What follows belongs to an exercise in optimizing a design on an open flow for small area; a production flow would make more cautious choices. Function was checked by simulation only, so behaviour that the tests miss may differ from the original. No activity file was given, so power comes from the tool's default toggle rates.

Setup of run A:
## UART_TOP_own
module UART_TOP_own (
    input               clk,
    input               rstn,
    input       [3:0]   paddr_i,
    input       [31:0]  pwdata_i,
    input               psel_i,
    input               penable_i,
    input               pwrite_i,
    input               rx_in,
    output reg          tx_out,
    output reg          uart_int_o,
    output reg  [31:0]  prdata_o
);
For scale: ~1600 cells after synthesis, ~76 I/O pins, roughly 25000 um^2 of cells after synthesis.
==> flow/config.mk <==
export PLATFORM = sky130hd
export DESIGN_NAME = UART_TOP_own
export DESIGN_NICKNAME = UART_TOP_own
export VERILOG_FILES = /design/flow/design.v
export SDC_FILE = /design/flow/constraint.sdc
export NUM_CORES = 4
export LEC_CHECK = 0
export CAP_MARGIN = 20
export CORE_MARGIN = 2
export CORE_UTILIZATION = 65
export SLEW_MARGIN = 20
==> flow/constraint.sdc <==
create_clock -name core_clock -period 8.0 [get_ports {clk}]
set_input_delay 1.6000 -clock core_clock [delete_from_list [all_inputs] [get_ports {clk}]]
set_output_delay 1.6000 -clock core_clock [all_outputs]
set_load 0.01 [all_outputs]
standard.sh (not shown) runs the stock make flow with config.mk's settings and CLKGATE_MAP_FILE= SYNTH_SCRIPT=/design/flow/synth_recipe.tcl, a recipe that flattens the netlist after the stock synthesis.
==> flow/flow/run.sh <==
#!/bin/bash
# Layout flow: the standard flow (standard.sh, unchanged synthesis), with
# 1x buffers on the ports and an area-oriented clock tree (larger sink
# clusters, no dummy loads) and power recovery (downsizing off-critical cells)
# after global routing. The make output goes to standard_flow.log; ORFS
# writes each step's own log under orfs/logs.
set -euo pipefail
export BUFFER_PORTS_ARGS="-buffer_cell sky130_fd_sc_hd__buf_1"
export RECOVER_POWER=100
export CTS_ARGS="-sink_clustering_enable -repair_clock_nets -sink_clustering_size 28 -sink_clustering_max_diameter 120 -dont_use_dummy_load"
bash standard.sh finish > standard_flow.log 2>&1
Finished, but not clean: run A, with capacitance limit, slew limit.
#### Input delta (run B over run A)
Settings: CTS_CLUSTER_SIZE now 24, previously not set; CTS_CLUSTER_DIAMETER now 100, previously not set; CORE_UTILIZATION now 55, was 65.
==> flow/run.sh (new file) <==
#!/bin/bash
# synth_recipe.tcl (not shown) runs the flow's synth.tcl, then flattens the netlist and writes it again
# the make line also repeats each setting of config.mk as NAME=value (left out here)
make -C /OpenROAD-flow-scripts/flow DESIGN_CONFIG=/design/flow/config.mk WORK_HOME=/design/flow/orfs CLKGATE_MAP_FILE= SYNTH_SCRIPT=/design/flow/synth_recipe.tcl finish
removed: flow/flow/run.sh
removed: flow/standard.sh
Notes after the runs:
Run B ran to completion and came out clean on the timing, design-rule and antenna checks. Run B reports a higher number of buffers inserted during clock tree synthesis than run A does. Measured against run B, the global-route wire length before repair of run A comes out at 0.950 times the reference value. Comparing run A against run B, there is no change at all in synthesized cell count. When the final numbers for run A and run B were put side by side, the number of clock buffers in the layout turned out to be smaller in run A. In the tables for run A and run B, number of cells in the finished layout apart from fillers reads higher with run B. Per the comparison of run B with run A, total detailed-routing wirelength picked up an extra 4.9%; power density relative to cell area now sits at about the same level; area growth from synthesis to layout up 3.6 points. Going from run A to run B, worst setup slack after layout shrinks by 0.32 ns. Final design utilization delta for run B relative to run A: 8.6 points lower.
Setup changes, run B to run C
Settings: changing CTS_CLUSTER_SIZE from 24 to 20; changing CTS_CLUSTER_DIAMETER from 100 to 80.
Notes after the runs:
For clock distribution power, dividing the value from run B by the value from run C gives 0.812. Diff run B -> run C | clock slew seen by the registers of the worst setup and hold paths | decrease of 0.02 ns. Comparing run C with run B, the met2 global-route usage came out essentially unchanged. [compare] base=run B new=run C: clock network latency to the later pin of the worst-skew pair shrank by 0.03 ns; non-clock buffer contribution to total cell area held steady. Remaining max-slew budget at the tightest pin: run C vs run B down 3.7 points. Run C ended with less worst hold margin than run B. Diff run B -> run C | total power | increase of 380 uW. Taking run B as the reference, in run C fmax went down, final instance area has increased, final worst-path setup slack -0.028 ns.
> inputs changed (run C -> run D)
Settings: CTS_CLUSTER_DIAMETER removed (was 80); CTS_CLUSTER_SIZE removed (was 20).
==> flow/flow/run.sh (new file) <==
#!/bin/bash
# Layout flow: the standard flow (standard.sh, unchanged synthesis), with
# 1x buffers on the ports and an area-oriented clock tree (larger sink
# clusters, no dummy loads). The make output goes to standard_flow.log; ORFS
# writes each step's own log under orfs/logs.
set -euo pipefail
export BUFFER_PORTS_ARGS="-buffer_cell sky130_fd_sc_hd__buf_1"
export CTS_ARGS="-sink_clustering_enable -repair_clock_nets -sink_clustering_size 24 -sink_clustering_max_diameter 100 -dont_use_dummy_load"
bash standard.sh finish > standard_flow.log 2>&1
==> flow/standard.sh (new file) <==
#!/bin/bash
# synth_recipe.tcl (not shown) runs the flow's synth.tcl, then flattens the netlist and writes it again
# the make line also repeats each setting of config.mk as NAME=value (left out here)
make -C /OpenROAD-flow-scripts/flow DESIGN_CONFIG=/design/flow/config.mk WORK_HOME=/design/flow/orfs CLKGATE_MAP_FILE= SYNTH_SCRIPT=/design/flow/synth_recipe.tcl "${@:-finish}"
removed: flow/run.sh
==> comparison <==
Post-placement cell area: run D vs run C down 1.8%. Compared with run C, run D shows a lower total of clock buffers placed in the layout. Run D: worst setup timing slack at the placement stage 1.00 ns above run C. The DRC marker count from the first detailed-route iteration reported for run D is greater than that of run C by 23. Run D vs run C — met3 routing resource usage after global routing dropped 0.85 points. Max fraction of the cycle the final worst path needs across run C and run D: run C. Between run D and run C, it is run D whose global-route usage is lower, by 0.49 points. Cmp run C and run D / area added between synthesis and finish / higher: run C. Every run in the comparison, run C and run D, completed the flow with a clean layout. Run D vs. run C: number of logic stages on the critical path including buffering went up by 1. Run C -> run D: buffer count excluding the clock tree in the final layout decreased slightly.
Changes in run E relative to run D:
Settings: CORE_UTILIZATION changed from 55 to 65.
==> flow/flow/run.sh <==
#!/bin/bash
# Layout flow: the standard flow (standard.sh, unchanged synthesis), with
# 1x buffers on the ports and an area-oriented clock tree (larger sink
# clusters, no dummy loads). The make output goes to standard_flow.log; ORFS
# writes each step's own log under orfs/logs.
set -euo pipefail
export BUFFER_PORTS_ARGS="-buffer_cell sky130_fd_sc_hd__buf_1"
export CTS_ARGS="-sink_clustering_enable -repair_clock_nets -sink_clustering_size 28 -sink_clustering_max_diameter 120 -dont_use_dummy_load"
bash standard.sh finish > standard_flow.log 2>&1
[summary]
- Between run D and run E, non-clock buffer count increased.
- [run E] fraction of the core area covered by cells at the end of the flow rose 10 points relative to run D
- Compared with run D, run E shows a proportion of power drawn by combinational gates that is 0.4 points higher.
- Diff run E..run D | number of non-clock inverters in the layout | unchanged
- Routed length on met3: run E vs run D up 810 um
- Number of global-route vias before repair was higher in run E than in run D.
- Measured against run D, the clock distribution power of run E comes out at 0.947 times the reference value.
- Count of cell instances traversed by the critical path delta for run E relative to run D: 1 lower
- Sequential share of layout area in run E is 0.39 points higher than in run D
- For run E, the critical path's slowest cell was sky130_fd_sc_hd__and2_1, unlike run D, where it was sky130_fd_sc_hd__buf_1.

-- separate check: timing with driven ports --
How much do the figures lean on ideal ports? The routed layouts below were timed once more, with nothing changed but the port constraints.
Step 1 (the two cells are an assumption about what drives the block):
set clk [get_ports {clk}]
set_driving_cell -lib_cell sky130_fd_sc_hd__clkbuf_16 $clk
set_driving_cell -lib_cell sky130_fd_sc_hd__buf_2 [delete_from_list [all_inputs] $clk]
Step 2 moves the port delays by t, midway between the first and last clock arrival at a register: inputs arrive t later, outputs are due t later. That takes back most of the time a late clock gives input paths.
a / b / c = ideal ports / drivers / drivers and shift; a / b = the first two.
| run | t (ns) | slack for setup (ns) | hold slack, ns | clock arrival spread, ns |
|---|---|---|---|---|
| run A | 0.623 | 1.590 / 1.531 / 1.531 | 0.360 / 0.360 / 0.360 | 0.061 / 0.061 |
| run B | 0.659 | 1.273 / 1.211 / 1.211 | 0.356 / 0.356 / 0.356 | 0.026 / 0.025 |
| run C | 0.633 | 1.245 / 1.183 / 1.183 | 0.351 / 0.351 / 0.351 | 0.029 / 0.029 |
| run D | 0.643 | 2.267 / 2.185 / 2.185 | 0.354 / 0.354 / 0.354 | 0.050 / 0.049 |
| run E | 0.624 | 2.041 / 1.983 / 1.983 | 0.360 / 0.360 / 0.360 | 0.064 / 0.064 |
For run D, which loses most, drivers alone change the setup slack by -0.082 ns; drivers and shift together by -0.082 ns.
